This design comes from an exercise in tuning for small area on the open sky130 flow, not from production work.
RTL that was checked went through simulation tests only; none was proved equivalent to the original.
For runs 2 to 4, only the layout was checked, not whether the RTL still works.
Power and IR drop assume default switching activity.

--- design/flow/run.sh ---
#!/bin/bash
# synth_recipe.tcl (not shown) runs the flow's synth.tcl, then flattens the netlist and writes it again
# the make line also repeats each setting of config.mk as NAME=value (left out here)
make -C /OpenROAD-flow-scripts/flow DESIGN_CONFIG=/design/flow/config.mk WORK_HOME=/design/flow/orfs CLKGATE_MAP_FILE= SYNTH_SCRIPT=/design/flow/synth_recipe.tcl finish
--- design/flow/config.mk ---
export PLATFORM = sky130hd
export DESIGN_NAME = uart
export DESIGN_NICKNAME = uart
export VERILOG_FILES = /design/flow/design.v
export SDC_FILE = /design/flow/constraint.sdc
export NUM_CORES = 8
export LEC_CHECK = 0
export CAP_MARGIN = 20
export CORE_MARGIN = 2
export CORE_UTILIZATION = 40
export CTS_BUF_LIST = sky130_fd_sc_hd__clkbuf_8
export CTS_CLUSTER_SIZE = 30
export SLEW_MARGIN = 20
--- design/flow/constraint.sdc ---
create_clock -name core_clock -period 5.0 [get_ports {clk}]
set_input_delay 1.0000 -clock core_clock [delete_from_list [all_inputs] [get_ports {clk}]]
set_output_delay 1.0000 -clock core_clock [all_outputs]
set_load 0.01 [all_outputs]
--- design/flow/design.v ---
module bbfifo_16x8 (
  input        clk,
  input        gsr,
  input  [7:0] data_in,
  output [7:0] data_out,
  input        reset,
  input        write,
  input        read,
  output       full,
  output       half_full,
  output       data_present
);
  reg [127:0] sr;
  reg [3:0]   pointer;
  reg         dp;
  wire pz = (pointer == 4'd0);
  wire valid_write = write & (~full | read);
  always @(posedge clk)
    if (valid_write) sr <= {sr[119:0], data_in};
  always @(posedge clk)
    if (gsr | reset) begin
      pointer <= 4'd0;
      dp      <= 1'b0;
    end else if (dp) begin
      if (pz & ~write) begin
        pointer <= 4'd0;
        if (read) dp <= 1'b0;
      end else
        pointer <= pointer + {3'b000, valid_write} - {3'b000, read};
    end else
      dp <= write;
  assign data_out     = sr[{pointer, 3'b000} +: 8];
  assign full         = &pointer;
  assign half_full    = pointer[3];
  assign data_present = dp;
endmodule
module kcuart_tx (
  input        clk,
  input        gsr,
  input  [7:0] data_in,
  input        send_character,
  input        en_16_x_baud,
  output reg   serial_out,
  output reg   Tx_complete
);
  reg [3:0] state;
  reg [3:0] phase;
  wire idle     = (state == 4'd9);
  wire bit_end  = en_16_x_baud & (&phase);
  always @(posedge clk)
    if (gsr) begin
      state <= 4'd9;
      phase <= 4'd0;
    end else begin
      if (en_16_x_baud & ~idle) phase <= phase + 4'd1;
      if (idle) begin
        if (en_16_x_baud & send_character) state <= 4'd15;
      end else if (bit_end) begin
        if (state == 4'd8) state <= send_character ? 4'd15 : 4'd9;
        else               state <= state + 4'd1;
      end
    end
  always @(posedge clk) begin
    serial_out  <= ~gsr & (state != 4'd15) & (state[3] | data_in[state[2:0]]);
    Tx_complete <= ~gsr & bit_end & (state == 4'd7);
  end
endmodule
module kcuart_rx (
  input            clk,
  input            gsr,
  input            serial_in,
  output reg [7:0] data_out,
  output reg       data_strobe,
  input            en_16_x_baud
);
  reg       sync_serial, stop_bit;
  reg       armed;     
  reg       active;
  reg [7:0] count;     
  wire sample = active & (count[3:0] == 4'd7) & (count[7:4] >= 4'd1) & (count[7:4] <= 4'd8);
  wire done   = active & (count == 8'd150);
  always @(posedge clk) begin
    sync_serial <= ~gsr & serial_in;
    stop_bit    <= ~gsr & sync_serial;
    data_strobe <= ~gsr & en_16_x_baud & done;
  end
  always @(posedge clk)
    if (gsr) begin
      armed  <= 1'b0;
      active <= 1'b0;
      count  <= 8'd0;
    end else if (en_16_x_baud) begin
      if (active) begin
        count <= count + 8'd1;
        if (done) begin
          active <= 1'b0;
          armed  <= 1'b1;
        end
      end else begin
        armed <= stop_bit;
        if (armed & ~stop_bit) begin
          active <= 1'b1;
          count  <= 8'd0;
        end
      end
    end
  always @(posedge clk)
    if (en_16_x_baud & sample) data_out <= {stop_bit, data_out[7:1]};
endmodule
module uart_tx (
  input  [7:0] data_in,
  input        write_buffer,
  input        reset_buffer,
  input        en_16_x_baud,
  output       serial_out,
  output       buffer_full,
  output       buffer_half_full,
  input        clk,
  input        gsr
);
  wire [7:0] fifo_data_out;
  wire       fifo_data_present;
  wire       fifo_read;
  kcuart_tx kcuart (
    .clk(clk), .gsr(gsr), .data_in(fifo_data_out), .send_character(fifo_data_present),
    .en_16_x_baud(en_16_x_baud), .serial_out(serial_out), .Tx_complete(fifo_read));
  bbfifo_16x8 buf_0 (
    .clk(clk), .gsr(gsr), .data_in(data_in), .data_out(fifo_data_out), .reset(reset_buffer),
    .write(write_buffer), .read(fifo_read), .full(buffer_full), .half_full(buffer_half_full),
    .data_present(fifo_data_present));
endmodule
module uart_rx (
  input        serial_in,
  output [7:0] data_out,
  input        read_buffer,
  input        reset_buffer,
  input        en_16_x_baud,
  output       buffer_data_present,
  output       buffer_full,
  output       buffer_half_full,
  input        clk,
  input        gsr
);
  wire [7:0] uart_data_out;
  wire       fifo_write;
  kcuart_rx kcuart (
    .clk(clk), .gsr(gsr), .serial_in(serial_in), .data_out(uart_data_out),
    .data_strobe(fifo_write), .en_16_x_baud(en_16_x_baud));
  bbfifo_16x8 buf_0 (
    .clk(clk), .gsr(gsr), .data_in(uart_data_out), .data_out(data_out), .reset(reset_buffer),
    .write(fifo_write), .read(read_buffer), .full(buffer_full), .half_full(buffer_half_full),
    .data_present(buffer_data_present));
endmodule
module uart (
  input        clk,
  input        rst,               
  input        en_16_x_baud,      
  input  [7:0] tx_data_in,
  input        tx_write_buffer,
  input        tx_reset_buffer,
  output       tx_serial_out,
  output       tx_buffer_full,
  output       tx_buffer_half_full,
  input        rx_serial_in,
  output [7:0] rx_data_out,
  input        rx_read_buffer,
  input        rx_reset_buffer,
  output       rx_buffer_data_present,
  output       rx_buffer_full,
  output       rx_buffer_half_full
);
  uart_tx transmit (
    .data_in(tx_data_in),
    .write_buffer(tx_write_buffer),
    .reset_buffer(tx_reset_buffer),
    .en_16_x_baud(en_16_x_baud),
    .serial_out(tx_serial_out),
    .buffer_full(tx_buffer_full),
    .buffer_half_full(tx_buffer_half_full),
    .clk(clk),
    .gsr(rst));
  uart_rx receive (
    .serial_in(rx_serial_in),
    .data_out(rx_data_out),
    .read_buffer(rx_read_buffer),
    .reset_buffer(rx_reset_buffer),
    .en_16_x_baud(en_16_x_baud),
    .buffer_data_present(rx_buffer_data_present),
    .buffer_full(rx_buffer_full),
    .buffer_half_full(rx_buffer_half_full),
    .clk(clk),
    .gsr(rst));
endmodule
==> results.toml, run 1 <==
[timing]
finalCritPeriodShare_pct = 82.7
setup_viol = 0
drv_slew = 0
grt_setup_unrepaired = "no"
hold_viol = 0
relSlewSlack_pct = 30.6
fmax_mhz = 242
tightest_slew_ns = 1.03
worst_slack_ns = 0.863
post-route-min-period_ns = 4.14
fin_worst_skew_ns = 0.0373
fin_tns_setup_ns = 0

[synth]
ys_ff_latch = 297
yosys.area.top_type = "edfxtp_1"
synth_area_um2 = 11800
synth_nets = 638
synthTopCellsByArea = "edfxtp_1 67%, mux4_2 12%, dfxtp_1 5.6%"
ys_warn_count = 3
yosysSeqAreaShare_pct = 73.0
synth.top_cell.area_share_pct = 67.4
avgSynthCellArea_um2 = 19.5
syn_inst = 604
synth_cell_types = 52

[setup_path]
critPathSlowestCell = "dfxtp_2"
crit_arrival_ns = 3.14
cp-end-kind = "output port"
max_stage_delay_ns = 0.73
critPathRequiredTime_ns = 4.00
cp_num_buf_inv = 2
worst-path-max-fanout = 18
criticalPathCategory = "reg -> out"
crit_family = "multiplexers"
worst_setup_path_start_kind = "flop"
cp_cell_sequence = "buf_4, mux4_2, mux4_2, clkdlybuf4s50_1"
crit_path_frequent_cell = "mux4_2"

[clock_network]
post-cts-setup-buffer-count = 0
cts_buffers = 49
cts_root_buffer = "clkbuf_8"
cts_tree = "done"
clk_latency_ns = 0.57
clockBufferDepth = 3
ctsHoldBuffers = 0
cts_sinks = 297
htree_levels = 2
cts.reportedPaths.clkPinSlew_ns = 0.06
post_cts_resized = 0

[global_route]
overflow = 0
antenna_found_initial = 0
grt_pass1_vias = 6135
grt_max_degree = 97
grt_pass1_wl_mm = 33.3
track_usage_pct = 13.5

[cells_and_area]
drive_gt1_share_pct = 20.3
area_delta_synth_final_pct = 14.5
regArea_um2 = 8590
multiInputGateArea_um2 = 2990
final_cells = 1094
antenna_cells = 0
post-route-cell-area_um2 = 13500
final_nets = 705
nFillCells = 2449

[floorplanning]
ios = 30
rows = 62
coreArea_um2 = 28900
initial_core_util_pct = 40.8
fp.dieW_um = 176
fp.dieH_um = 176
die-area_um2 = 30800

[outcome]
status = "timing/DRC/antenna clean"

[run]
drv_cap = 0

[drt]
wl_met2_mm = 9.93
route.met3.wl_um = 944
drcViolationCount = 0
dr.max_layer_used = "met4"
ant_nets = 0
dr.pass1.iters = 5
vias_per_cell = 5.35
wl_met1_mm = 9.10
wl_per_cell_um = 18.7
totalWireLength_mm = 20.5
drt_iter0_drc = 467
num_vias = 5848

[place]
io_buffers = 29
gp_congestion = 0.797
pre_cts_ws_ns = 1.37
place_inst = 1004
detailed_place.area_um2 = 12500
hpwl_mm = 12.4

[power]
power_density_nw_per_um2 = 364
p_leak_uw = 0.00447
peakVddDrop_mv = 0.199

[hold_path]
hp-class = "reg -> reg"
==> layer usage <==
layer | GRT usage, % | vias to the layer above
li1 | - | 2608
met1 | 18.3 | 3047
met2 | 21.8 | 146
met3 | 3.12 | 47
met4 | 4.55 | 0
met5 | 0 | -
==> synthesized netlist by cell type, drive strengths merged <==
library cell / count
nand2b: 4
nor4b: 1
o21bai: 1
nor4: 2
a211oi: 2
edfxtp: 264
nand3b: 2
clkinv: 1
clkbuf: 10
mux2i: 4
o211ai: 4
a31oi: 3
dfxtp: 33
nor3: 19
a21boi: 2
a2bb2oi: 6
or3b: 1
nor2b: 7
ha: 16
xnor2: 1
a21oi: 13
and3: 6
nand4b: 1
a221oi: 1
mux2: 1
mux4: 73
nand2: 26
buf: 15
nor2: 20
or3: 1
a22oi: 4
inv: 13
o2111ai: 1
o21a: 2
a41oi: 1
and2: 1
a31o: 1
fa: 2
nand3: 16
o21ai: 8
and3b: 1
xor2: 12
a21o: 2
==> through the flow <==
step / util [%] / hold WS (ns) / total power [uW]
after floorplan: - / 0.400 / 2900
after global placement: 43.4 / 0.407 / 2940
after detailed placement: 43.4 / 0.419 / 2950
after CTS: 46.7 / 0.421 / 4980
after global routing: 46.7 / 0.435 / 5120
final: 46.7 / 0.412 / 4910
==> power by group <==
part | leakage (uW) | switching (uW) | internal [uW] | total, uW
clock network | 0.000569 | 927 | 1080 | 2010
logic | 0.00113 | 54.2 | 52.5 | 107
registers | 0.00277 | 35.8 | 2760 | 2790
==> cells by family after synthesis <==
group	count (synthesis)	synth area share, %
AO/OA/AOI/OAI	51	2.92
XOR/XNOR	13	0.967
adder cells (fa/ha/maj)	18	2.04
AND/OR/NAND/NOR	108	4.50
multiplexers	78	14.7
flip-flops	297	73.0
buffers and inverters	39	1.87
==> final cells by class <==
type	count	area share [%]
Sequential cell	297	63.8
Multi-Input combinational cell	268	22.2
Clock buffer	53	5.41
Tap cell	384	3.57
Timing Repair Buffer	41	3.15
Clock inverter	37	1.54
Inverter	14	0.390
==> worst reg2reg max path: cells and delay by family (launching register included) <==
family                     cells  cell delay, ns
buffers and inverters          1            0.34
AOI/OAI and AO/OA              2            0.27
xor gates and xnor gates       1            0.17
and+or+nand+nor                2            0.38
DFF                            1            0.73
adders and majority gates      2            0.67
==> state kept, by name, summed over array words and instances, names as in the netlist, 4 cells and up <==
register	flops
receive.kcuart.data_out	8
transmit.kcuart.phase	4
receive.buf_0.sr	128
receive.buf_0.pointer	4
receive.kcuart.count	8
transmit.kcuart.state	4
transmit.buf_0.pointer	4
transmit.buf_0.sr	128
==> placed cells by master (no fill, tap or decap), drive strengths merged, types with 12 or more instances in the layout <==
cell type | Yosys | final
edfxtp | 264 | 264
nor3 | 19 | 19
ha | 16 | 16
inv | 13 | 40
nand2 | 26 | 26
nand3 | 16 | 16
mux4 | 73 | 73
xor2 | 12 | 12
a21oi | 13 | 13
buf | 15 | 13
clkdlybuf4s50 | 0 | 28
clkbuf | 10 | 53
dfxtp | 33 | 33
nor2 | 20 | 20
==> final timing paths <==
kind,startpoint,cells past startpoint,slack (ns),end
worst max-delay path,receive.buf_0.pointer[0],4,0.86,rx_data_out[6]
worst min-delay path,transmit.buf_0.sr[10],0,0.41,transmit.buf_0.sr[18]
worst max register to register,receive.buf_0.pointer[0],8,2.31,receive.buf_0.pointer[2]
worst min register to register,transmit.buf_0.sr[10],0,0.41,transmit.buf_0.sr[18]
==> run 2, diff against run 1 <==
--- a/design/flow/design.v
+++ b/design/flow/design.v
@@ -32,2 +32,43 @@
   assign data_out     = sr[{pointer, 3'b000} +: 8];
+  assign full         = &pointer;
+  assign half_full    = pointer[3];
+  assign data_present = dp;
+endmodule
+module rxfifo_16x8 (
+  input        clk,
+  input        gsr,
+  input  [7:0] data_in,
+  output [7:0] data_out,
+  input        reset,
+  input        write,
+  input        read,
+  output       full,
+  output       half_full,
+  output       data_present
+);
+  reg [7:0]   st [0:15];
+  reg [3:0]   pointer;
+  reg         dp;
+  wire pz = (pointer == 4'd0);
+  wire valid_write = write & (~full | read);
+  always @(posedge clk)
+    if (read | ~dp) st[0] <= dp ? st[1] : data_in;
+  integer i;
+  always @(posedge clk)
+    for (i = 1; i < 16; i = i + 1)
+      if (read | ~dp | (pointer < i))
+        st[i] <= (i == 15) ? data_in : st[(i + 1) % 16];
+  always @(posedge clk)
+    if (gsr | reset) begin
+      pointer <= 4'd0;
+      dp      <= 1'b0;
+    end else if (dp) begin
+      if (pz & ~write) begin
+        pointer <= 4'd0;
+        if (read) dp <= 1'b0;
+      end else
+        pointer <= pointer + {3'b000, valid_write} - {3'b000, read};
+    end else
+      dp <= write;
+  assign data_out     = st[0];
   assign full         = &pointer;
@@ -76,10 +117,10 @@
   reg       sync_serial, stop_bit;
-  reg       armed;     
-  reg       active;
-  reg [7:0] count;     
-  wire sample = active & (count[3:0] == 4'd7) & (count[7:4] >= 4'd1) & (count[7:4] <= 4'd8);
-  wire done   = active & (count == 8'd150);
+  reg [7:0] count;
+  wire unarmed = (count == 8'd255);
+  wire idle    = (count == 8'd0);
+  wire sample  = (count[3:0] == 4'd8) & (count[7:4] >= 4'd1) & (count[7:4] <= 4'd8);
+  wire done    = (count == 8'd151);
   always @(posedge clk) begin
-    sync_serial <= ~gsr & serial_in;
-    stop_bit    <= ~gsr & sync_serial;
+    sync_serial <= serial_in;
+    stop_bit    <= sync_serial;
     data_strobe <= ~gsr & en_16_x_baud & done;
@@ -87,20 +128,9 @@
   always @(posedge clk)
-    if (gsr) begin
-      armed  <= 1'b0;
-      active <= 1'b0;
-      count  <= 8'd0;
-    end else if (en_16_x_baud) begin
-      if (active) begin
+    if (gsr)
+      count <= 8'd255;
+    else if (en_16_x_baud) begin
+      if (done)
+        count <= 8'd0;
+      else if ((unarmed & stop_bit) | (idle & ~stop_bit) | ~(unarmed | idle))
         count <= count + 8'd1;
-        if (done) begin
-          active <= 1'b0;
-          armed  <= 1'b1;
-        end
-      end else begin
-        armed <= stop_bit;
-        if (armed & ~stop_bit) begin
-          active <= 1'b1;
-          count  <= 8'd0;
-        end
-      end
     end
@@ -148,3 +178,3 @@
     .data_strobe(fifo_write), .en_16_x_baud(en_16_x_baud));
-  bbfifo_16x8 buf_0 (
+  rxfifo_16x8 buf_0 (
     .clk(clk), .gsr(gsr), .data_in(uart_data_out), .data_out(data_out), .reset(reset_buffer),
==> results.toml, run 2 <==
[synth]
synth_cell_types = 55
synthTopCellsByArea = "edfxtp_1 71%, dfxtp_1 5.6%, mux4_2 3.0%"
yosysSeqAreaShare_pct = 77.0
synthTopCellsByCount = "264 x edfxtp_1, 34 x nand2_1, 31 x dfxtp_1, 25 x mux2i_1"
async_flop_share_pct = 0
yosysMostFrequentCell = "edfxtp_1"
yosys_most_used_dff = "edfxtp_1"
yosys.area.top_type = "edfxtp_1"
synth_area_um2 = 11100
synth-edff-count = 264
ys_ff_latch = 295
avgSynthCellArea_um2 = 17.9
ys_warn_count = 5
synth_nets = 657
synth.top_cell.area_share_pct = 71.4
syn_inst = 621

[global_route]
grt_pass1_wl_mm = 31.2
antenna_found_initial = 0
track_usage_pct = 13.8
grt_max_degree = 51
overflow = 0
grt_pass1_vias = 5861

[cells_and_area]
antenna_cells = 0
final_core_utilization_pct = 46.9
top_regs = "receive.buf_0.st x128, transmit.buf_0.sr x128"
final_common_cell = "edfxtp_1"
final_nets = 718
mostFrequentLayoutCells = "264 x edfxtp_1, 54 x clkbuf_8, 34 x nand2_1"
area_delta_synth_final_pct = 14.4
drive_gt1_share_pct = 14.9

[setup_path]
cp-end-kind = "output port"
cp_cell_sequence = "ha_1, and3_1, clkdlybuf4s50_1"
crit_family = "flip-flops"
worst_setup_path_start_kind = "flop"
worst-path-max-fanout = 18
criticalPathCategory = "reg -> out"
critPathRequiredTime_ns = 4.00
crit_arrival_ns = 2.45
max_stage_delay_ns = 0.78
critPathSlowestCell = "dfxtp_1"
cp_num_buf_inv = 1

[timing]
hold_viol = 0
fin_hold_ws_ns = 0.339
setup_viol = 0
tightest_slew_ns = 0.869
post-route-min-period_ns = 3.45
fmax_mhz = 290
drv_slew = 0
grt_setup_unrepaired = "no"
relSlewSlack_pct = 41.9
fin_tns_setup_ns = 0
fin_worst_skew_ns = 0.0406
finalCritPeriodShare_pct = 69.0

[floorplanning]
ios = 30
rows = 60
die-area_um2 = 29100
fp.dieH_um = 171
initial_core_util_pct = 41.0
fp.dieW_um = 171
coreArea_um2 = 27100

[hold_path]
hp-class = "reg -> reg"

[drt]
drcViolationCount = 0
totalWireLength_mm = 19.6
dr.pass1.iters = 5
drt_iter0_drc = 324
num_vias = 5548
vias_per_cell = 5.08
wl_per_cell_um = 18.0
ant_nets = 0

[run]
drv_cap = 0

[clock_network]
cts_tree = "done"
ctsHoldBuffers = 0
clockBufferDepth = 3
post_cts_resized = 0
cts_buffers = 46
post-cts-setup-buffer-count = 0
htree_levels = 2
cts_root_buffer = "clkbuf_8"
cts_sinks = 295
clk_latency_ns = 0.57
cts.reportedPaths.clkPinSlew_ns = 0.06

[power]
sw_frac_of_total_pct = 21.7
p_comb_share_pct = 3.8
p_seq_share_pct = 57.5
power.internal_uw = 3850
power_frac_clock_pct = 38.7
power_uw = 4910
p_leak_uw = 0.00444
peakVddDrop_mv = 0.202
power_switching_uw = 1060
power_density_nw_per_um2 = 386

[place]
io_buffers = 29
hpwl_mm = 12.3
gp_congestion = 0.837

[outcome]
status = "timing/DRC/antenna clean"
## run 2: cell count changes after synthesis, sizes merged, moves of 7 or more
| cell | change |
|---|---|
| mux4 | -55 |
| mux2i | +21 |
| mux2 | +11 |
| nand2 | +8 |
| nand4 | +8 |
| o21ai | +8 |
| nor2 | -7 |
## run 2: worst paths after layout
check / from / endpoint / slack, ns / cells after the start
setup / recovery: transmit.buf_0.pointer[2] / tx_buffer_full / 1.55 / 3
hold / removal: receive.kcuart.sync_serial / receive.kcuart.stop_bit / 0.34 / 0
setup reg to reg: transmit.buf_0.pointer[0] / transmit.kcuart.serial_out / 2.25 / 7
hold reg to reg: receive.kcuart.sync_serial / receive.kcuart.stop_bit / 0.34 / 0
## run 2: cells by family (layout without fill, tap and decap cells)
kind of cell    count (synthesis)  count (layout)  share of synthesized area (%)
flops                         295             295                           77.0
simple gates                  127             127                           5.87
fa+ha+maj                      20              20                           2.39
xor+xnor                       13              13                           1.03
mux                            55              55                           7.22
compound gates                 72              72                           4.59
buf+inv                        39             138                           1.94
## run 2: routing by layer
metal,vias to the layer above,GRT usage (%),routed length (um),share of wire [%]
met3,38,3.26,959,4.9
met5,-,0,0,0
met1,2800,18.5,8890,45
met4,0,5.61,424,2.2
li1,2572,-,-,-
met2,138,21.9,9330,48
## run 2: cell type report
type / instances / area (um2)
clock inverters: 32 / 149
fillers: 2293 / 14400
well taps: 372 / 465
clock buffers: 54 / 743
flip-flops and latches: 295 / 8550
repair buffers: 36 / 385
inverters: 16 / 60.1
multi-input cells: 287 / 2350
## run 2: per-stage QoR
step	instance area (um2)	cells	setup WS (ns)
after global placement	11800	1004	1.91
after global routing	12700	1092	1.42
after floorplan	11100	621	0.000520
final	12700	1092	1.55
after CTS	12700	1090	1.49
after detailed placement	11800	1004	1.79
## run 2: worst reg2reg max path: cells and delay by family (launching register included)
family / cells / cell delay [ns]
mux: 2 / 0.86
flops: 1 / 0.89
buf+inv: 1 / 0.54
simple gates: 4 / 0.36
## run 2: power by group through the flow
stage          registers (uW)  logic, uW  clock network, uW
3_5_place_dp             2870        184                  0
6_report                 2820        186               1900
5_1_grt                  2830        206               2080
3_3_place_gp             2870        176                  0
4_1_cts                  2820        185               1970
2_1_floorplan            2850        142                  0
==> run 3, diff against run 2 <==
--- a/design/flow/config.mk
+++ b/design/flow/config.mk
@@ -10,4 +10,2 @@
 export CORE_UTILIZATION = 40
-export CTS_BUF_LIST = sky130_fd_sc_hd__clkbuf_8
-export CTS_CLUSTER_SIZE = 30
 export SLEW_MARGIN = 20
==> results.toml, run 3 <==
[cells_and_area]
drive_gt1_share_pct = 13.2
nFillCells = 2255
regArea_um2 = 8550
multiInputGateArea_um2 = 2350
mostFrequentLayoutCells = "264 x edfxtp_1, 34 x nand2_1, 31 x clkbuf_16"
post-route-cell-area_um2 = 12900
area_delta_synth_final_pct = 15.9
final_common_cell = "edfxtp_1"
antenna_cells = 0
final_core_utilization_pct = 47.5
final_nets = 701
top_regs = "receive.buf_0.st x128, transmit.buf_0.sr x128"

[synth]
avgSynthCellArea_um2 = 17.9
synth_area_um2 = 11100
yosys_most_used_dff = "edfxtp_1"
synthTopCellsByArea = "edfxtp_1 71%, dfxtp_1 5.6%, mux4_2 3.0%"
async_flop_share_pct = 0
ys_ff_latch = 295
syn_inst = 621
synth.top_cell.area_share_pct = 71.4
yosysMostFrequentCell = "edfxtp_1"
yosysSeqAreaShare_pct = 77.0
synth-edff-count = 264
yosys.area.top_type = "edfxtp_1"
synthTopCellsByCount = "264 x edfxtp_1, 34 x nand2_1, 31 x dfxtp_1, 25 x mux2i_1"
synth_cell_types = 55
synth_nets = 657
ys_warn_count = 5

[setup_path]
cp-end-kind = "output port"
rrSetupSlack_ns = 2.22
criticalPathCategory = "reg -> out"
crit_arrival_ns = 2.44
r2r-start = "transmit.buf_0.pointer[0]"
r2r_end = "transmit.kcuart.serial_out"
worst-path-max-fanout = 18
critPathRequiredTime_ns = 4.00
worst_setup_path_start_kind = "flop"
reg2reg_depth = 7

[clock_network]
clk_latency_ns = 0.55
cts_buffers = 30
post_cts_resized = 0
cts.reportedPaths.clkPinSlew_ns = 0.06
cts_root_buffer = "clkbuf_16"
ctsHoldBuffers = 0
cts_tree = "done"
htree_levels = 1
cts_sinks = 295
post-cts-setup-buffer-count = 0
clockBufferDepth = 3

[place]
io_buffers = 29
gp_congestion = 0.837
hpwl_mm = 12.3
detailed_place.area_um2 = 11800

[timing]
finalCritPeriodShare_pct = 68.8
relSlewSlack_pct = 42.1
fin_worst_skew_ns = 0.0128
post-route-min-period_ns = 3.44
tightest_slew_ns = 0.866
drv_slew = 0
fmax_mhz = 291
fin_tns_setup_ns = 0
setup_viol = 0
grt_setup_unrepaired = "no"
hold_viol = 0

[hold_path]
min_from = "receive.kcuart.sync_serial"
hold-path-endpoint = "receive.kcuart.stop_bit"
hold_depth = 0
hp-class = "reg -> reg"

[drt]
ant_nets = 0
wl_per_cell_um = 18.2
drt_iter0_drc = 390
vias_per_cell = 5.16
totalWireLength_mm = 19.3
num_vias = 5466
dr.pass1.iters = 7
drcViolationCount = 0

[floorplanning]
ios = 30
fp.dieW_um = 171
rows = 60
die-area_um2 = 29100
coreArea_um2 = 27100
initial_core_util_pct = 41.0
fp.dieH_um = 171

[global_route]
antenna_found_initial = 0
grt_max_degree = 51
grt_pass1_vias = 5593
track_usage_pct = 13.5
grt_pass1_wl_mm = 30.6
overflow = 0

[power]
power_frac_clock_pct = 43.9
peakVddDrop_mv = 0.289
p_leak_uw = 0.00443
p_comb_share_pct = 3.5
power_density_nw_per_um2 = 416
sw_frac_of_total_pct = 19.5
p_seq_share_pct = 52.7
power_switching_uw = 1050
power.internal_uw = 4310

[outcome]
status = "timing/DRC/antenna clean"

[run]
drv_cap = 0
## run 3: cell counts after synthesis
No cell type changed its count.
## run 3: kinds of logic (layout without fill, tap and decap cells)
kind of cell | Yosys count | after routing | share of synthesized area [%]
flip-flops | 295 | 295 | 77.0
adder cells (fa/ha/maj) | 20 | 20 | 2.39
buffers and inverters | 39 | 106 | 1.94
multiplexers | 55 | 55 | 7.22
AND/OR/NAND/NOR | 127 | 127 | 5.87
AO/OA/AOI/OAI | 72 | 72 | 4.59
XOR/XNOR | 13 | 13 | 1.03
## run 3: area by class of cell
class | instances | area share, %
flip-flops and latches | 295 | 66.4
multi-input cells | 287 | 18.3
clock buffers | 36 | 6.33
well taps | 372 | 3.62
repair buffers | 35 | 2.96
clock inverters | 19 | 1.90
inverters | 16 | 0.467
## run 3: metrics by stage
| stage | std cells | worst slack [ns] | power (uW) | hold WS, ns |
|---|---|---|---|---|
| CTS | 1059 | 1.51 | 5420 | 0.338 |
| finish | 1060 | 1.56 | 5360 | 0.339 |
| detailed placement | 1004 | 1.79 | 3060 | 0.325 |
| global placement | 1004 | 1.91 | 3040 | 0.319 |
| global route | 1060 | 1.44 | 5540 | 0.343 |
| floorplan | 621 | 0.000520 | 2990 | 0.310 |
## run 3: power by group through the flow
stage	combinational, uW	clock [uW]	sequential [uW]
after global routing	205	2500	2830
after detailed placement	184	0	2870
after CTS	184	2410	2820
after global placement	176	0	2870
final	186	2350	2820
after floorplan	142	0	2850
## run 3: worst max-delay path by stage
stage	from	slack, ns	depth (start not counted)	endpoint
floorplan	transmit.buf_0.pointer[0]	0.0005	6	transmit.buf_0.sr[0]
global placement	tx_write_buffer	1.91	3	transmit.buf_0.sr[46]
detailed placement	tx_write_buffer	1.79	3	transmit.buf_0.sr[46]
CTS	transmit.buf_0.pointer[2]	1.51	3	tx_buffer_full
global route	transmit.buf_0.pointer[2]	1.44	3	tx_buffer_full
finish	transmit.buf_0.pointer[2]	1.56	3	tx_buffer_full
## run 3: metal layers
metal	vias to the layer above	global-route usage, %	part of all wire (%)
met4	0	4.65	2.5
met3	39	2.80	5.1
met2	141	21.5	47
met5	-	0	0
met1	2762	18.5	45
li1	2524	-	-
## run 3: critical path, stage by stage, from the launching register on
cell,delay [ns]
dfxtp_1,0.77
ha_1,0.26
and3_1,0.27
clkdlybuf4s50_1,0.58
==> run 4, diff against run 3 <==
--- a/design/flow/config.mk
+++ b/design/flow/config.mk
@@ -10,2 +10,5 @@
 export CORE_UTILIZATION = 40
+export CTS_BUF_LIST = sky130_fd_sc_hd__clkbuf_16
+export CTS_CLUSTER_DIAMETER = 60
+export CTS_CLUSTER_SIZE = 25
 export SLEW_MARGIN = 20
==> results.toml, run 4 <==
[cells_and_area]
top_regs = "receive.buf_0.st x128, transmit.buf_0.sr x128"
drive_gt1_share_pct = 11.5
post-route-cell-area_um2 = 12600
mostFrequentLayoutCells = "264 x edfxtp_1, 34 x nand2_1, 30 x dfxtp_1"
final_nets = 692
multiInputGateArea_um2 = 2350
nFillCells = 2283
area_delta_synth_final_pct = 13.1
regArea_um2 = 8550
final_common_cell = "edfxtp_1"
antenna_cells = 0

[floorplanning]
initial_core_util_pct = 41.0
ios = 30
rows = 60
die-area_um2 = 29100
fp.dieW_um = 171
coreArea_um2 = 27100
fp.dieH_um = 171

[timing]
grt_setup_unrepaired = "no"
fin_worst_skew_ns = 0.0144
fin_tns_setup_ns = 0
hold_viol = 0
post-route-min-period_ns = 3.44
worst_slack_ns = 1.56
relSlewSlack_pct = 40.4
setup_viol = 0
finalCritPeriodShare_pct = 68.8
tightest_slew_ns = 0.892
drv_slew = 0
fmax_mhz = 291

[clock_network]
clk_latency_ns = 0.52
cts_root_buffer = "clkbuf_16"
post_cts_resized = 0
cts.reportedPaths.clkPinSlew_ns = 0.09
ctsHoldBuffers = 0
cts_buffers = 21
cts_sinks = 295
clockBufferDepth = 3
htree_levels = 1
post-cts-setup-buffer-count = 0
cts_tree = "done"

[synth]
synth_area_um2 = 11100
yosys.area.top_type = "edfxtp_1"
yosysMostFrequentCell = "edfxtp_1"
synthTopCellsByCount = "264 x edfxtp_1, 34 x nand2_1, 31 x dfxtp_1, 25 x mux2i_1"
synth-edff-count = 264
synth.top_cell.area_share_pct = 71.4
synthTopCellsByArea = "edfxtp_1 71%, dfxtp_1 5.6%, mux4_2 3.0%"
async_flop_share_pct = 0
yosys_most_used_dff = "edfxtp_1"
ys_warn_count = 5
synth_cell_types = 55
yosysSeqAreaShare_pct = 77.0
avgSynthCellArea_um2 = 17.9
ys_ff_latch = 295
syn_inst = 621
synth_nets = 657

[setup_path]
cp_num_buf_inv = 1
criticalPathCategory = "reg -> out"
crit_arrival_ns = 2.44
worst-path-max-fanout = 18
r2r_end = "transmit.kcuart.serial_out"
critPathRequiredTime_ns = 4.00
reg2reg_depth = 6
crit_family = "flip-flops"
startpoint = "transmit.buf_0.pointer[2]"
cp_cell_sequence = "ha_1, and3_1, clkdlybuf4s50_1"
endpoint = "tx_buffer_full"
r2r-start = "transmit.buf_0.pointer[0]"
critPathSlowestCell = "dfxtp_1"
worst_setup_path_start_kind = "flop"
cp-end-kind = "output port"
max_stage_delay_ns = 0.79
worst-path-stages = 3
rrSetupSlack_ns = 2.23

[drt]
totalWireLength_mm = 19.1
ant_nets = 0
num_vias = 5371
drcViolationCount = 0
vias_per_cell = 5.15
dr.pass1.iters = 5
drt_iter0_drc = 406
wl_per_cell_um = 18.3

[place]
gp_congestion = 0.837
detailed_place.area_um2 = 11800
hpwl_mm = 12.3
io_buffers = 29
pre_cts_ws_ns = 1.79

[hold_path]
min_from = "receive.kcuart.sync_serial"
hp-class = "reg -> reg"

[global_route]
grt_max_degree = 51
grt_pass1_vias = 5470
track_usage_pct = 13.3
overflow = 0
antenna_found_initial = 0
grt_pass1_wl_mm = 30.2

[power]
p_leak_uw = 0.00427
peakVddDrop_mv = 0.216
power_density_nw_per_um2 = 385

[outcome]
status = "timing/DRC/antenna clean"

[run]
drv_cap = 0
[run 4: cell counts after synthesis]
No cell type changed its count.
[run 4: cell type report]
class | count | area share, %
Tap cell | 372 | 3.71
Clock buffer | 21 | 4.18
Sequential cell | 295 | 68.1
Timing Repair Buffer | 35 | 3.03
Inverter | 16 | 0.478
Multi-Input combinational cell | 287 | 18.7
Clock inverter | 17 | 1.80
[run 4: power by group]
| part | leakage, uW | switching (uW) | internal (uW) |
|---|---|---|---|
| combinational | 0.000968 | 96.4 | 89.9 |
| sequential | 0.00293 | 61.2 | 2760 |
| clock | 0.000372 | 899 | 932 |
[run 4: logic make-up (layout without fill, tap and decap cells)]
family	count (synthesis)	count (layout)	share of synthesized area, %
compound gates	72	72	4.59
xor+xnor	13	13	1.03
fa+ha+maj	20	20	2.39
buf+inv	39	89	1.94
flops	295	295	77.0
mux	55	55	7.22
simple gates	127	127	5.87
[run 4: how the worst min path moves through the flow]
stage / end / slack (ns) / cells past startpoint
final: receive.kcuart.stop_bit / 0.34 / 0
after global routing: receive.kcuart.stop_bit / 0.35 / 0
after CTS: receive.kcuart.stop_bit / 0.34 / 0
after detailed placement: receive.kcuart.stop_bit / 0.32 / 0
after global placement: receive.kcuart.stop_bit / 0.32 / 0
after floorplan: receive.kcuart.stop_bit / 0.31 / 0
[run 4: metrics by stage]
stage / total power [uW] / utilization (%) / hold slack, ns / std cells
2_1_floorplan: 2990 / - / 0.310 / 621
3_3_place_gp: 3040 / 43.5 / 0.319 / 1004
3_5_place_dp: 3060 / 43.5 / 0.325 / 1004
4_1_cts: 4880 / 46.2 / 0.343 / 1042
5_1_grt: 5010 / 46.3 / 0.349 / 1043
6_report: 4830 / 46.3 / 0.343 / 1043
[run 4: worst reg2reg max path, delay by kind of cell, from the launching register on]
family | cells | cell delay (ns)
AND/OR/NAND/NOR | 2 | 0.15
buffers and inverters | 1 | 0.54
flip-flops | 1 | 0.90
multiplexers | 1 | 0.56
AO/OA/AOI/OAI | 2 | 0.51
[run 4: routing by layer]
metal	vias up	share of wire (%)	track usage [%]
met1	2730	45	18.6
met4	0	2.6	4.42
met2	115	48	21.2
met5	-	0	0
met3	28	4.3	2.31
li1	2498	-	-
==> run 5, diff against run 4 <==
--- a/design/flow/design.v
+++ b/design/flow/design.v
@@ -4,3 +4,4 @@
   input  [7:0] data_in,
-  output [7:0] data_out,
+  input  [2:0] bit_select,
+  output       data_bit,
   input        reset,
@@ -31,3 +32,12 @@
       dp <= write;
-  assign data_out     = sr[{pointer, 3'b000} +: 8];
+  wire [15:0] byte_sel = 16'd1 << pointer;
+  wire [7:0]  bit_sel  = 8'd1 << bit_select;
+  wire [15:0] bits;
+  genvar k;
+  generate
+    for (k = 0; k < 16; k = k + 1) begin : rd
+      assign bits[k] = |(sr[8*k +: 8] & bit_sel);
+    end
+  endgenerate
+  assign data_bit     = |(bits & byte_sel);
   assign full         = &pointer;
@@ -80,3 +90,4 @@
   input        gsr,
-  input  [7:0] data_in,
+  output [2:0] bit_select,
+  input        data_bit,
   input        send_character,
@@ -88,2 +99,3 @@
   reg [3:0] phase;
+  assign bit_select = state[2:0];
   wire idle     = (state == 4'd9);
@@ -104,3 +116,3 @@
   always @(posedge clk) begin
-    serial_out  <= ~gsr & (state != 4'd15) & (state[3] | data_in[state[2:0]]);
+    serial_out  <= ~gsr & (state != 4'd15) & (state[3] | data_bit);
     Tx_complete <= ~gsr & bit_end & (state == 4'd7);
@@ -150,3 +162,4 @@
 );
-  wire [7:0] fifo_data_out;
+  wire [2:0] bit_select;
+  wire       fifo_data_bit;
   wire       fifo_data_present;
@@ -154,6 +167,6 @@
   kcuart_tx kcuart (
-    .clk(clk), .gsr(gsr), .data_in(fifo_data_out), .send_character(fifo_data_present),
+    .clk(clk), .gsr(gsr), .bit_select(bit_select), .data_bit(fifo_data_bit), .send_character(fifo_data_present),
     .en_16_x_baud(en_16_x_baud), .serial_out(serial_out), .Tx_complete(fifo_read));
   bbfifo_16x8 buf_0 (
-    .clk(clk), .gsr(gsr), .data_in(data_in), .data_out(fifo_data_out), .reset(reset_buffer),
+    .clk(clk), .gsr(gsr), .data_in(data_in), .bit_select(bit_select), .data_bit(fifo_data_bit), .reset(reset_buffer),
     .write(write_buffer), .read(fifo_read), .full(buffer_full), .half_full(buffer_half_full),
--- a/design/flow/config.mk
+++ b/design/flow/config.mk
@@ -11,4 +11,4 @@
 export CTS_BUF_LIST = sky130_fd_sc_hd__clkbuf_16
-export CTS_CLUSTER_DIAMETER = 60
-export CTS_CLUSTER_SIZE = 25
+export CTS_CLUSTER_DIAMETER = 50
+export CTS_CLUSTER_SIZE = 40
 export SLEW_MARGIN = 20
==> results.toml, run 5 <==
[timing]
fin_hold_ws_ns = 0.328
fin_worst_skew_ns = 0.0315
tightest_slew_ns = 1.02
relSlewSlack_pct = 31.1
grt_setup_unrepaired = "no"
hold_viol = 0
finalCritPeriodShare_pct = 64.4
drv_slew = 0
post-route-min-period_ns = 3.22
fin_tns_setup_ns = 0
fmax_mhz = 310
setup_viol = 0

[synth]
yosysMostFrequentCell = "edfxtp_1"
synth_area_um2 = 10900
synth.top_cell.area_share_pct = 73.0
ys_warn_count = 5
yosysSeqAreaShare_pct = 78.7
synthTopCellsByCount = "264 x edfxtp_1, 64 x nand2_1, 31 x dfxtp_1, 21 x ha_1, 20 x a222oi_1"
yosys_most_used_dff = "edfxtp_1"
synth-edff-count = 264
synth_nets = 682
yosys.area.top_type = "edfxtp_1"
synth_cell_types = 51
syn_inst = 643
async_flop_share_pct = 0
synthTopCellsByArea = "edfxtp_1 73%, dfxtp_1 5.7%, ha_1 2.4%"
avgSynthCellArea_um2 = 16.9
ys_ff_latch = 295

[setup_path]
cp-end-kind = "output port"
crit_arrival_ns = 2.22
criticalPathCategory = "reg -> out"
startpoint = "transmit.buf_0.pointer[3]"
critPathRequiredTime_ns = 4.00
r2r-start = "transmit.kcuart.state[2]"
worst-path-max-fanout = 10
worst_setup_path_start_kind = "flop"

[floorplanning]
fp.dieH_um = 169
initial_core_util_pct = 40.5
rows = 60
die-area_um2 = 28500
coreArea_um2 = 26800
ios = 30
fp.dieW_um = 169

[cells_and_area]
mostFrequentLayoutCells = "264 x edfxtp_1, 64 x nand2_1, 31 x dfxtp_1"
area_delta_synth_final_pct = 15.3
top_regs = "receive.buf_0.st x128, transmit.buf_0.sr x128"
drive_gt1_share_pct = 11.0
final_common_cell = "edfxtp_1"
antenna_cells = 0
final_nets = 720
post-route-cell-area_um2 = 12500

[clock_network]
clockBufferDepth = 3
cts_buffers = 28
cts_root_buffer = "clkbuf_16"
cts_tree = "done"
ctsHoldBuffers = 0
clk_latency_ns = 0.55
htree_levels = 1
post_cts_resized = 0
post-cts-setup-buffer-count = 0
cts_sinks = 295
cts.reportedPaths.clkPinSlew_ns = 0.06

[place]
detailed_place.area_um2 = 11500
gp_congestion = 0.828
hpwl_mm = 12.3
io_buffers = 29

[power]
sw_frac_of_total_pct = 22.2
peakVddDrop_mv = 0.310
p_seq_share_pct = 54.3
power.internal_uw = 4010
p_leak_uw = 0.00441
power_switching_uw = 1150
power_density_nw_per_um2 = 412
power_frac_clock_pct = 42.3
p_comb_share_pct = 3.4

[global_route]
track_usage_pct = 13.2
antenna_found_initial = 0
grt_pass1_vias = 5713
overflow = 0
grt_max_degree = 59
grt_pass1_wl_mm = 30.2

[drt]
wl_per_cell_um = 18.1
totalWireLength_mm = 18.9
drt_iter0_drc = 586
num_vias = 5670
ant_nets = 0
drcViolationCount = 0
vias_per_cell = 5.43
dr.pass1.iters = 5

[hold_path]
hp-class = "reg -> reg"
min_from = "receive.kcuart.sync_serial"

[outcome]
status = "timing/DRC/antenna clean"

[run]
drv_cap = 0
## run 5: cell count changes after synthesis, moves of 8 or more
cell / before / now
nand2_1: 34 / 64
mux2i_1: 25 / 4
a222oi_1: 0 / 20
mux4_2: 15 / 0
a221oi_1: 2 / 12
a22oi_1: 5 / 13
## run 5: final timing paths
kind | cells past startpoint | slack [ns] | end
worst max-delay path | 3 | 1.78 | tx_buffer_full
worst min-delay path | 0 | 0.33 | receive.kcuart.stop_bit
worst max register to register | 9 | 2.06 | transmit.kcuart.serial_out
worst min register to register | 0 | 0.33 | receive.kcuart.stop_bit
## run 5: routing by layer
layer | vias to the layer above | track usage [%] | share of wire (%)
met1 | 2859 | 18.9 | 46
met2 | 159 | 21.3 | 48
li1 | 2623 | - | -
met5 | - | 0 | 0
met4 | 0 | 3.22 | 1.7
met3 | 29 | 2.20 | 4.9
## run 5: cell families (layout without fill, tap and decap cells)
family,after synthesis,count (layout),synth area share [%]
AND/OR/NAND/NOR,133,133,5.76
AO/OA/AOI/OAI,120,120,8.43
flip-flops,295,295,78.7
buffers and inverters,48,108,2.05
multiplexers,16,16,1.61
adder cells (fa/ha/maj),23,23,2.79
XOR/XNOR,8,8,0.645
## run 5: per-stage QoR
| step | std cells | setup WS (ns) | power [uW] | utilization, % |
|---|---|---|---|---|
| after global placement | 990 | 1.86 | 3020 | 42.9 |
| final | 1044 | 1.78 | 5160 | 46.7 |
| after global routing | 1044 | 1.70 | 5330 | 46.7 |
| after floorplan | 643 | 0.0215 | 2960 | - |
| after CTS | 1042 | 1.79 | 5200 | 46.6 |
| after detailed placement | 990 | 1.76 | 3030 | 42.9 |
## run 5: cell type report
class / instances / area (um2)
Inverter: 17 / 63.8
Timing Repair Buffer: 39 / 395
Sequential cell: 295 / 8550
Clock inverter: 24 / 288
Clock buffer: 28 / 701
Multi-Input combinational cell: 300 / 2100
Tap cell: 341 / 427
Fill cell: 2235 / 14300
## run 5: power groups by stage
stage	registers (uW)	clock network [uW]	logic (uW)
finish	2800	2180	176
global route	2810	2330	197
CTS	2800	2220	175
detailed placement	2850	0	174
global placement	2850	0	166
floorplan	2840	0	122
## run 5: critical path: stages (launching register included)
cell	delay, ns
dfxtp_1	0.59
ha_1	0.21
and3_1	0.28
clkdlybuf4s50_1	0.59
==> run 6, diff against run 5 <==
--- a/design/flow/config.mk
+++ b/design/flow/config.mk
@@ -11,4 +11,4 @@
 export CTS_BUF_LIST = sky130_fd_sc_hd__clkbuf_16
-export CTS_CLUSTER_DIAMETER = 50
-export CTS_CLUSTER_SIZE = 40
+export CTS_CLUSTER_DIAMETER = 60
+export CTS_CLUSTER_SIZE = 30
 export SLEW_MARGIN = 20
==> results.toml, run 6 <==
[setup_path]
cp_num_buf_inv = 1
max_stage_delay_ns = 0.61
critPathRequiredTime_ns = 4.00
rrSetupSlack_ns = 2.04
worst-path-max-fanout = 10
cp-end-kind = "output port"
critPathSlowestCell = "dfxtp_1"
reg2reg_depth = 9
cp_cell_sequence = "ha_1, and3_1, clkdlybuf4s50_1"
startpoint = "transmit.buf_0.pointer[3]"
crit_family = "flip-flops"
r2r-start = "transmit.kcuart.state[2]"
criticalPathCategory = "reg -> out"
worst_setup_path_start_kind = "flop"
r2r_end = "transmit.kcuart.serial_out"
crit_arrival_ns = 2.22

[synth]
yosys_most_used_dff = "edfxtp_1"
yosys.area.top_type = "edfxtp_1"
synth-edff-count = 264
ys_ff_latch = 295
yosysMostFrequentCell = "edfxtp_1"
synth_nets = 682
yosysSeqAreaShare_pct = 78.7
ys_warn_count = 5
synth.top_cell.area_share_pct = 73.0
synth_area_um2 = 10900
async_flop_share_pct = 0
synthTopCellsByCount = "264 x edfxtp_1, 64 x nand2_1, 31 x dfxtp_1, 21 x ha_1, 20 x a222oi_1"
syn_inst = 643
synth_cell_types = 51
synthTopCellsByArea = "edfxtp_1 73%, dfxtp_1 5.7%, ha_1 2.4%"
avgSynthCellArea_um2 = 16.9

[place]
detailed_place.area_um2 = 11500
hpwl_mm = 12.3
io_buffers = 29
gp_congestion = 0.828
pre_cts_ws_ns = 1.76

[clock_network]
ctsHoldBuffers = 0
htree_levels = 1
cts_tree = "done"
clockBufferDepth = 3
cts.reportedPaths.clkPinSlew_ns = 0.09
post-cts-setup-buffer-count = 0
cts_buffers = 20
cts_sinks = 295
post_cts_resized = 0
clk_latency_ns = 0.53
cts_root_buffer = "clkbuf_16"

[drt]
dr.pass1.iters = 6
ant_nets = 0
wl_per_cell_um = 18.5
vias_per_cell = 5.49
route.met3.wl_um = 840
totalWireLength_mm = 19.0
wl_met2_mm = 9.11
num_vias = 5632
wl_met1_mm = 8.62
dr.max_layer_used = "met4"
drcViolationCount = 0
drt_iter0_drc = 593

[floorplanning]
fp.dieH_um = 169
die-area_um2 = 28500
fp.dieW_um = 169
rows = 60
initial_core_util_pct = 40.5
ios = 30
coreArea_um2 = 26800

[timing]
fin_tns_setup_ns = 0
post-route-min-period_ns = 3.22
relSlewSlack_pct = 27.0
fmax_mhz = 311
fin_hold_ws_ns = 0.336
setup_viol = 0
hold_viol = 0
worst_slack_ns = 1.78
finalCritPeriodShare_pct = 64.4
grt_setup_unrepaired = "no"
fin_worst_skew_ns = 0.0204
drv_slew = 0
tightest_slew_ns = 1.09

[power]
p_comb_share_pct = 3.6
power_density_nw_per_um2 = 389
peakVddDrop_mv = 0.287
p_seq_share_pct = 58.8
sw_frac_of_total_pct = 22.3
power_switching_uw = 1060
power.internal_uw = 3700
power_frac_clock_pct = 37.5
p_leak_uw = 0.00426

[global_route]
antenna_found_initial = 0
track_usage_pct = 13.3
overflow = 0
grt_max_degree = 59
grt_pass1_wl_mm = 30.2
grt_pass1_vias = 5612

[cells_and_area]
final_common_cell = "edfxtp_1"
area_delta_synth_final_pct = 12.6
antenna_cells = 0
top_regs = "receive.buf_0.st x128, transmit.buf_0.sr x128"
drive_gt1_share_pct = 8.61
post-route-cell-area_um2 = 12200
final_nets = 710
mostFrequentLayoutCells = "264 x edfxtp_1, 64 x nand2_1, 31 x dfxtp_1"
nFillCells = 2250

[hold_path]
hold-path-endpoint = "receive.kcuart.stop_bit"
hold_depth = 0
hp-class = "reg -> reg"
min_from = "receive.kcuart.sync_serial"

[outcome]
status = "timing/DRC/antenna clean"

[run]
drv_cap = 0
-- run 6: cell counts after synthesis --
Identical to the previous run, type by type.
-- run 6: final cells by class --
cell class / instances / area (um2) / share of cell area [%]
tap: 341 / 427 / 3.49
inverter: 17 / 63.8 / 0.522
timing repair buffer: 37 / 363 / 2.97
multi-input combinational: 300 / 2100 / 17.2
clock inverter: 15 / 198 / 1.62
sequential: 295 / 8550 / 69.9
clock buffer: 21 / 526 / 4.30
-- run 6: logic make-up after synthesis --
| group | count (synthesis) | synth area share (%) |
|---|---|---|
| flops | 295 | 78.7 |
| simple gates | 133 | 5.76 |
| compound gates | 120 | 8.43 |
| buf+inv | 48 | 2.05 |
| fa+ha+maj | 23 | 2.79 |
| mux | 16 | 1.61 |
| xor+xnor | 8 | 0.645 |
-- run 6: power groups by stage --
stage	clock network (uW)	logic, uW	registers [uW]
final	1790	174	2800
after global routing	1920	194	2810
after CTS	1840	175	2800
after detailed placement	0	174	2850
after global placement	0	166	2850
after floorplan	0	122	2840
-- run 6: how the worst max path moves through the flow --
stage                                  endpoint  slack, ns  cells after the start
after detailed placement  transmit.buf_0.sr[30]       1.76                      4
after global placement    transmit.buf_0.sr[36]       1.86                      4
after floorplan            transmit.buf_0.sr[0]       0.02                      2
after CTS                        tx_buffer_full       1.79                      3
after global routing             tx_buffer_full       1.71                      3
final                            tx_buffer_full       1.78                      3
-- run 6: routing by layer --
metal  vias up  track usage, %
li1       2592               -
met1      2870            18.9
met2       146            21.6
met3        24            1.92
met4         0            3.67
met5         -               0
-- run 6: metrics by stage --
step,cells,util (%),total power [uW]
after detailed placement,990,42.9,3030
after CTS,1026,45.6,4810
after global routing,1026,45.6,4920
final,1026,45.6,4760
after global placement,990,42.9,3020
after floorplan,643,-,2960
-- run 6: worst reg2reg max path: cells and delay by family, from the launching register on --
| kind | cells | cell delay (ns) |
|---|---|---|
| AOI/OAI and AO/OA | 3 | 0.67 |
| buffers and inverters | 2 | 0.66 |
| and+or+nand+nor | 3 | 0.66 |
| adders and majority gates | 1 | 0.52 |
| DFF | 1 | 0.32 |
==> run 7, diff against run 6 <==
==> design/flow/flow/run.sh (new file) <==
#!/bin/bash
# Own layout flow: the standard ORFS flow (same make targets, same config.mk and
# flow settings, same synthesis script and register mapping), with three changes:
#  1. ABC maps the combinational logic with the area-oriented script flow/area.abc
#     instead of ORFS's delay-oriented one (ORFS's synth.tcl is used otherwise unchanged);
#  2. clock tree synthesis gets explicit clustering settings and no dummy loads;
#  3. the port buffers that buffer_ports inserts are sky130_fd_sc_hd__buf_1.
# Each tool's output goes to orfs/logs (ORFS's own logs) and to make.log here.
set -euo pipefail
W=$(pwd)
export FLOW_OWN_ABC="$W/flow/area.abc"
export CTS_ARGS="-sink_clustering_enable -repair_clock_nets -sink_clustering_size 30 -sink_clustering_max_diameter 60 -buf_list sky130_fd_sc_hd__clkbuf_16 -dont_use_dummy_load"
export BUFFER_PORTS_ARGS="-buffer_cell sky130_fd_sc_hd__buf_1"

# standard.sh's make command line, with our synthesis script in place of synth_recipe.tcl
cmd=$(grep '^make ' standard.sh)
cmd=${cmd//"SYNTH_SCRIPT=$W/synth_recipe.tcl"/"SYNTH_SCRIPT=$W/flow/synth.tcl"}
cmd=${cmd//'"${@:-finish}"'/finish}
echo "$cmd" > make_cmd.txt
eval "$cmd" > make.log 2>&1

results=$W/orfs/results/$FLOW_PLATFORM/uart/base
: # left out here: write the final layout as DEF
==> design/flow/flow/area.abc (new file) <==
&get -n
&st
&dch -f
&nf -R 1000
&put
==> design/flow/flow/synth.tcl (new file) <==
# synth_recipe.tcl (the standard flow's synthesis), except that ORFS's synth.tcl is run with its ABC
# call using the script in $FLOW_OWN_ABC; everything else is ORFS's synth.tcl as it is.
proc synth {args} { yosys synth -nofsm -noshare {*}$args }
set fh [open $::env(SCRIPTS_DIR)/synth.tcl]
set orfs_synth [read $fh]
close $fh
set from {log_cmd abc {*}$abc_args}
set to {log_cmd abc -script $::env(FLOW_OWN_ABC) {*}[lrange $abc_args 2 end]}
if {[string first $from $orfs_synth] < 0} { error "ORFS synth.tcl has no ABC call to replace" }
set orfs_synth [string map [list $from $to] $orfs_synth]
eval $orfs_synth
# left out here: clear keep_hierarchy, flatten, clean up, hide names made inside functions, write 1_2_yosys.v
==> design/flow/standard.sh (new file) <==
#!/bin/bash
# synth_recipe.tcl (not shown) runs the flow's synth.tcl, then flattens the netlist and writes it again
# the make line also repeats each setting of config.mk as NAME=value (left out here)
make -C /OpenROAD-flow-scripts/flow DESIGN_CONFIG=/design/flow/config.mk WORK_HOME=/design/flow/orfs CLKGATE_MAP_FILE= SYNTH_SCRIPT=/design/flow/synth_recipe.tcl "${@:-finish}"
--- a/design/flow/config.mk
+++ b/design/flow/config.mk
@@ -10,5 +10,2 @@
 export CORE_UTILIZATION = 40
-export CTS_BUF_LIST = sky130_fd_sc_hd__clkbuf_16
-export CTS_CLUSTER_DIAMETER = 60
-export CTS_CLUSTER_SIZE = 30
 export SLEW_MARGIN = 20
removed: design/flow/run.sh
==> results.toml, run 7 <==
[drt]
num_vias = 5437
dr.pass1.iters = 7
drcViolationCount = 0
vias_per_cell = 5.53
ant_nets = 0
wl_per_cell_um = 18.5
totalWireLength_mm = 18.2
drt_iter0_drc = 651

[timing]
fin_tns_setup_ns = 0
fmax_mhz = 325
grt_setup_unrepaired = "no"
fin_hold_ws_ns = 0.324
fin_worst_skew_ns = 0.0519
finalCritPeriodShare_pct = 61.6
tightest_slew_ns = 1.11
post-route-min-period_ns = 3.08
drv_slew = 0
setup_viol = 0
relSlewSlack_pct = 26.0
hold_viol = 0

[cells_and_area]
final_cells = 984
top_regs = "receive.buf_0.st x128, transmit.buf_0.sr x128"
area_delta_synth_final_pct = 10.2
final_nets = 690
mostFrequentLayoutCells = "264 x edfxtp_1, 32 x a222oi_1, 31 x dfxtp_1"
drive_gt1_share_pct = 4.47
antenna_cells = 0
final_common_cell = "edfxtp_1"

[power]
peakVddDrop_mv = 0.199
p_seq_share_pct = 57.5
p_leak_uw = 0.00396
sw_frac_of_total_pct = 25.2
power_frac_clock_pct = 27.9
power_density_nw_per_um2 = 427
p_comb_share_pct = 14.6
power_switching_uw = 1260
power.internal_uw = 3720

[synth]
yosys_most_used_dff = "edfxtp_1"
synthTopCellsByCount = "264 x edfxtp_1, 32 x a222oi_1, 31 x dfxtp_1, 26 x nand3_1, 26 x nor2_1"
yosysMostFrequentCell = "edfxtp_1"
synth_cell_types = 41
yosys.area.top_type = "edfxtp_1"
yosysSeqAreaShare_pct = 80.8
synth-edff-count = 264
ys_ff_latch = 295
synthTopCellsByArea = "edfxtp_1 75%, dfxtp_1 5.9%, a222oi_1 3.0%"
synth_nets = 632
synth.top_cell.area_share_pct = 74.9
syn_inst = 593
avgSynthCellArea_um2 = 17.8
ys_warn_count = 5
synth_area_um2 = 10600
async_flop_share_pct = 0

[global_route]
antenna_found_initial = 0
grt_pass1_wl_mm = 29.0
track_usage_pct = 13.0
grt_pass1_vias = 5336
overflow = 0
grt_max_degree = 83

[floorplanning]
coreArea_um2 = 26000
initial_core_util_pct = 40.7
ios = 30
fp.dieH_um = 167
fp.dieW_um = 167
rows = 59
die-area_um2 = 27800

[setup_path]
max_stage_delay_ns = 0.56
worst-path-max-fanout = 16
critPathSlowestCell = "and2_0"
criticalPathCategory = "reg -> reg"
worst_setup_path_start_kind = "flop"
crit_arrival_ns = 3.41
cp_cell_sequence = "clkinv_1, ha_1, and2_0, a222oi_1, nand3_1, nand4_1, o41ai_1, a311oi_1, nand4_1, nor3_1, a311oi_1"
cp-end-kind = "flop"
critPathRequiredTime_ns = 5.33
reg2reg_depth = 11

[clock_network]
clockBufferDepth = 3
htree_levels = 1
ctsHoldBuffers = 0
cts.reportedPaths.clkPinSlew_ns = 0.08
cts_buffers = 19
post_cts_resized = 0
cts_tree = "done"
post-cts-setup-buffer-count = 0
clk_latency_ns = 0.51
cts_root_buffer = "clkbuf_16"
cts_sinks = 295

[hold_path]
hp-class = "reg -> reg"
hold_depth = 0

[place]
io_buffers = 29
hpwl_mm = 11.9
place_inst = 965
gp_congestion = 0.886

[run]
drv_cap = 0

[outcome]
status = "timing/DRC/antenna clean"
==> run 7: changes by cell type in the layout (fill, tap and decap cells not counted), moves of 14 or more <==
cell             delta
inv_1              -18
clkdlybuf4s50_1    -29
nand3_1            +14
buf_1              +29
clkinv_1           +17
nor2_1             +16
nand2_1            -42
==> run 7: critical path, delay by kind of cell, from the launching register on <==
| family | cells | cell delay [ns] |
|---|---|---|
| flops | 1 | 0.42 |
| buf+inv | 1 | 0.15 |
| simple gates | 5 | 1.23 |
| fa+ha+maj | 1 | 0.23 |
| compound gates | 4 | 0.88 |
==> run 7: metrics by stage <==
step / utilization [%] / cell area [um2] / total power [uW] / worst slack, ns
after floorplan: - / 10600 / 3380 / 0.569
after global routing: 44.9 / 11700 / 5200 / 1.73
final: 44.9 / 11700 / 4980 / 1.92
after CTS: 44.9 / 11700 / 5030 / 1.98
after global placement: 43.0 / 11200 / 3610 / 1.92
after detailed placement: 43.0 / 11200 / 3640 / 1.80
==> run 7: cell type report <==
| cell class | count | area (um2) |
|---|---|---|
| sequential | 295 | 8550 |
| fill | 2275 | 14300 |
| clock buffer | 19 | 475 |
| inverter | 18 | 67.6 |
| tap | 335 | 419 |
| multi-input combinational | 280 | 1980 |
| timing repair buffer | 37 | 169 |
==> run 7: worst paths after layout <==
check	startpoint	to	slack, ns
setup reg to reg	transmit.kcuart.state[0]	transmit.kcuart.serial_out	1.92
hold reg to reg	receive.kcuart.sync_serial	receive.kcuart.stop_bit	0.32
hold / removal	receive.kcuart.sync_serial	receive.kcuart.stop_bit	0.32
setup / recovery	transmit.kcuart.state[0]	transmit.kcuart.serial_out	1.92
==> run 7: cell families after synthesis <==
logic type      count (synthesis)  share of synthesized area, %
flops                         295                          80.8
simple gates                  133                          6.25
compound gates                106                          7.79
fa+ha+maj                      23                          2.86
buf+inv                        18                         0.638
xor+xnor                        9                         0.745
mux                             9                         0.946
==> run 7: per-layer routing <==
metal  track usage [%]  wire length (um)
met2              21.4              8810
met3              2.02              1070
met1              18.3              8000
met4              3.22               290
met5                 0                 0
==> run 7: power by group through the flow <==
stage / clock network, uW / registers [uW] / logic (uW)
global placement: 0 / 2910 / 703
CTS: 1440 / 2860 / 727
global route: 1520 / 2880 / 805
floorplan: 0 / 2890 / 484
finish: 1390 / 2860 / 727
detailed placement: 0 / 2920 / 719
==> run 8, diff against run 7 <==
--- a/design/flow/flow/run.sh
+++ b/design/flow/flow/run.sh
@@ -11,3 +11,3 @@
 export FLOW_OWN_ABC="$W/flow/area.abc"
-export CTS_ARGS="-sink_clustering_enable -repair_clock_nets -sink_clustering_size 30 -sink_clustering_max_diameter 60 -buf_list sky130_fd_sc_hd__clkbuf_16 -dont_use_dummy_load"
+export CTS_ARGS="-sink_clustering_enable -repair_clock_nets -sink_clustering_size 20 -sink_clustering_max_diameter 50 -buf_list sky130_fd_sc_hd__clkbuf_8 -dont_use_dummy_load"
 export BUFFER_PORTS_ARGS="-buffer_cell sky130_fd_sc_hd__buf_1"
==> results.toml, run 8 <==
[outcome]
status = "timing/DRC/antenna clean"

[timing]
fmax_mhz = 333
post-route-min-period_ns = 3.00
relSlewSlack_pct = 28.2
tightest_slew_ns = 1.08
hold_viol = 0
fin_worst_skew_ns = 0.0516
setup_viol = 0
finalCritPeriodShare_pct = 60.1
grt_setup_unrepaired = "no"
fin_tns_setup_ns = 0
drv_slew = 0

[cells_and_area]
area_delta_synth_final_pct = 9.09
multiInputGateArea_um2 = 1980
nFillCells = 2281
regArea_um2 = 8550
drive_gt1_share_pct = 5.49
antenna_cells = 0
top_regs = "receive.buf_0.st x128, transmit.buf_0.sr x128"
final_common_cell = "edfxtp_1"
mostFrequentLayoutCells = "264 x edfxtp_1, 32 x a222oi_1, 31 x dfxtp_1"
final_nets = 697

[clock_network]
cts_sinks = 295
cts_root_buffer = "clkbuf_8"
cts_tree = "done"
post-cts-setup-buffer-count = 0
cts.reportedPaths.clkPinSlew_ns = 0.10
clk_latency_ns = 0.56
htree_levels = 1
clockBufferDepth = 3
post_cts_resized = 0
ctsHoldBuffers = 0
cts_buffers = 26

[synth]
avgSynthCellArea_um2 = 17.8
synth_cell_types = 41
synth_area_um2 = 10600
yosys.area.top_type = "edfxtp_1"
synth-edff-count = 264
async_flop_share_pct = 0
yosys_most_used_dff = "edfxtp_1"
synthTopCellsByArea = "edfxtp_1 75%, dfxtp_1 5.9%, a222oi_1 3.0%"
synth_nets = 632
synthTopCellsByCount = "264 x edfxtp_1, 32 x a222oi_1, 31 x dfxtp_1, 26 x nand3_1, 26 x nor2_1"
yosysMostFrequentCell = "edfxtp_1"
ys_ff_latch = 295
yosysSeqAreaShare_pct = 80.8
synth.top_cell.area_share_pct = 74.9
ys_warn_count = 5
syn_inst = 593

[setup_path]
crit_arrival_ns = 3.44
max_stage_delay_ns = 0.54
criticalPathCategory = "reg -> reg"
critPathRequiredTime_ns = 5.43
critPathSlowestCell = "and2_0"
cp-end-kind = "flop"
cp_cell_sequence = "clkinv_1, ha_1, and2_0, a222oi_1, nand3_1, nand4_1, o41ai_1, a311oi_1, nand4_1, nor3_1, a311oi_1"
worst-path-max-fanout = 16
worst_setup_path_start_kind = "flop"

[drt]
drcViolationCount = 0
wl_per_cell_um = 18.4
totalWireLength_mm = 18.2
dr.pass1.iters = 6
num_vias = 5499
drt_iter0_drc = 622
ant_nets = 0
vias_per_cell = 5.55

[floorplanning]
initial_core_util_pct = 40.7
fp.dieH_um = 167
ios = 30
die-area_um2 = 27800
fp.dieW_um = 167
coreArea_um2 = 26000
rows = 59

[global_route]
grt_max_degree = 83
antenna_found_initial = 0
grt_pass1_vias = 5399
track_usage_pct = 13.1
grt_pass1_wl_mm = 29.2
overflow = 0

[run]
drv_cap = 0

[place]
hpwl_mm = 11.9
io_buffers = 29
gp_congestion = 0.886

[power]
power_density_nw_per_um2 = 411
power_uw = 4740
peakVddDrop_mv = 0.212
p_leak_uw = 0.00391

[hold_path]
hp-class = "reg -> reg"
==> run 8: report_power, final <==
group | leakage, uW | switching [uW] | internal [uW]
combinational | 0.000791 | 450 | 276
sequential | 0.00293 | 91.2 | 2770
clock | 0.000187 | 692 | 463
total | 0.00391 | 1230 | 3510
==> run 8: final cells by class <==
cell class | instances | area share (%)
sequential | 295 | 74.0
multi-input combinational | 280 | 17.2
tap | 335 | 3.63
clock buffer | 26 | 3.10
timing repair buffer | 37 | 1.46
inverter | 18 | 0.585
==> run 8: per-layer routing <==
metal	vias up	wire length (um)	track usage (%)
li1	2516	-	-
met1	2749	7940	18.3
met2	195	8690	21.4
met3	39	1120	1.69
met4	0	456	4.24
met5	-	0	0
==> run 8: cell families after synthesis <==
| logic type | count (synthesis) | share of synthesized area [%] |
|---|---|---|
| compound gates | 106 | 7.79 |
| xor+xnor | 9 | 0.745 |
| fa+ha+maj | 23 | 2.86 |
| buf+inv | 18 | 0.638 |
| flops | 295 | 80.8 |
| mux | 9 | 0.946 |
| simple gates | 133 | 6.25 |
==> run 8: critical path: cells and delay by family (launching register included) <==
family / cells / cell delay, ns
simple gates: 5 / 1.20
buf+inv: 1 / 0.15
flops: 1 / 0.43
compound gates: 4 / 0.86
fa+ha+maj: 1 / 0.23
==> run 8: final timing paths <==
| path | cells after the start | from | end | slack (ns) |
|---|---|---|---|---|
| hold reg to reg | 0 | receive.kcuart.sync_serial | receive.kcuart.stop_bit | 0.33 |
| hold / removal | 0 | receive.kcuart.sync_serial | receive.kcuart.stop_bit | 0.33 |
| setup / recovery | 11 | transmit.kcuart.state[0] | transmit.kcuart.serial_out | 2.00 |
| setup reg to reg | 11 | transmit.kcuart.state[0] | transmit.kcuart.serial_out | 2.00 |
==> run 8: per-stage QoR <==
stage               hold slack (ns)  cell area, um2  instances  utilization (%)  worst slack (ns)
global route                  0.348           11500        991             44.4              1.79
global placement              0.310           11200        965             43.0              1.92
detailed placement            0.315           11200        965             43.0              1.80
CTS                           0.338           11500        991             44.4              2.02
floorplan                     0.310           10600        593                -             0.569
finish                        0.334           11500        991             44.4              2.00

-- re-timing with driven ports --
Ports are ideal in the flow. The routed layouts listed here were re-timed in OpenROAD.
Step 1: set_driving_cell puts a clkbuf_16 on clk and a buf_2 on each other input, an assumption about the parent block.
Step 2 also shifts input and output timing later by t, the mid clock arrival at the registers, as if the neighbouring blocks saw the same clock.
Three values: no drivers, after step 1, after step 2; two values: the first two.
run | shift t [ns] | slack for setup (ns) | clock arrival spread, ns | pins driven straight from the clock port
run 1 | 0.593 | 0.863 / 0.817 / 1.411 | 0.039 / 0.039 | 1
run 2 | 0.593 | 1.552 / 1.509 / 1.864 | 0.042 / 0.041 | 1
run 3 | 0.584 | 1.561 / 1.515 / 1.867 | 0.018 / 0.018 | 1
run 4 | 0.559 | 1.561 / 1.516 / 1.828 | 0.018 / 0.018 | 1
run 5 | 0.587 | 1.779 / 1.734 / 1.909 | 0.037 / 0.037 | 1
run 6 | 0.562 | 1.782 / 1.737 / 1.774 | 0.024 / 0.024 | 1
run 7 | 0.529 | 1.921 / 1.921 / 1.775 | 0.052 / 0.052 | 1
run 8 | 0.580 | 1.997 / 1.997 / 1.764 | 0.052 / 0.052 | 1
After both steps every run listed still meets setup and hold. The setup slack of run 8, which loses most, moves by 0.000 ns with the drivers and by -0.233 ns with both steps.
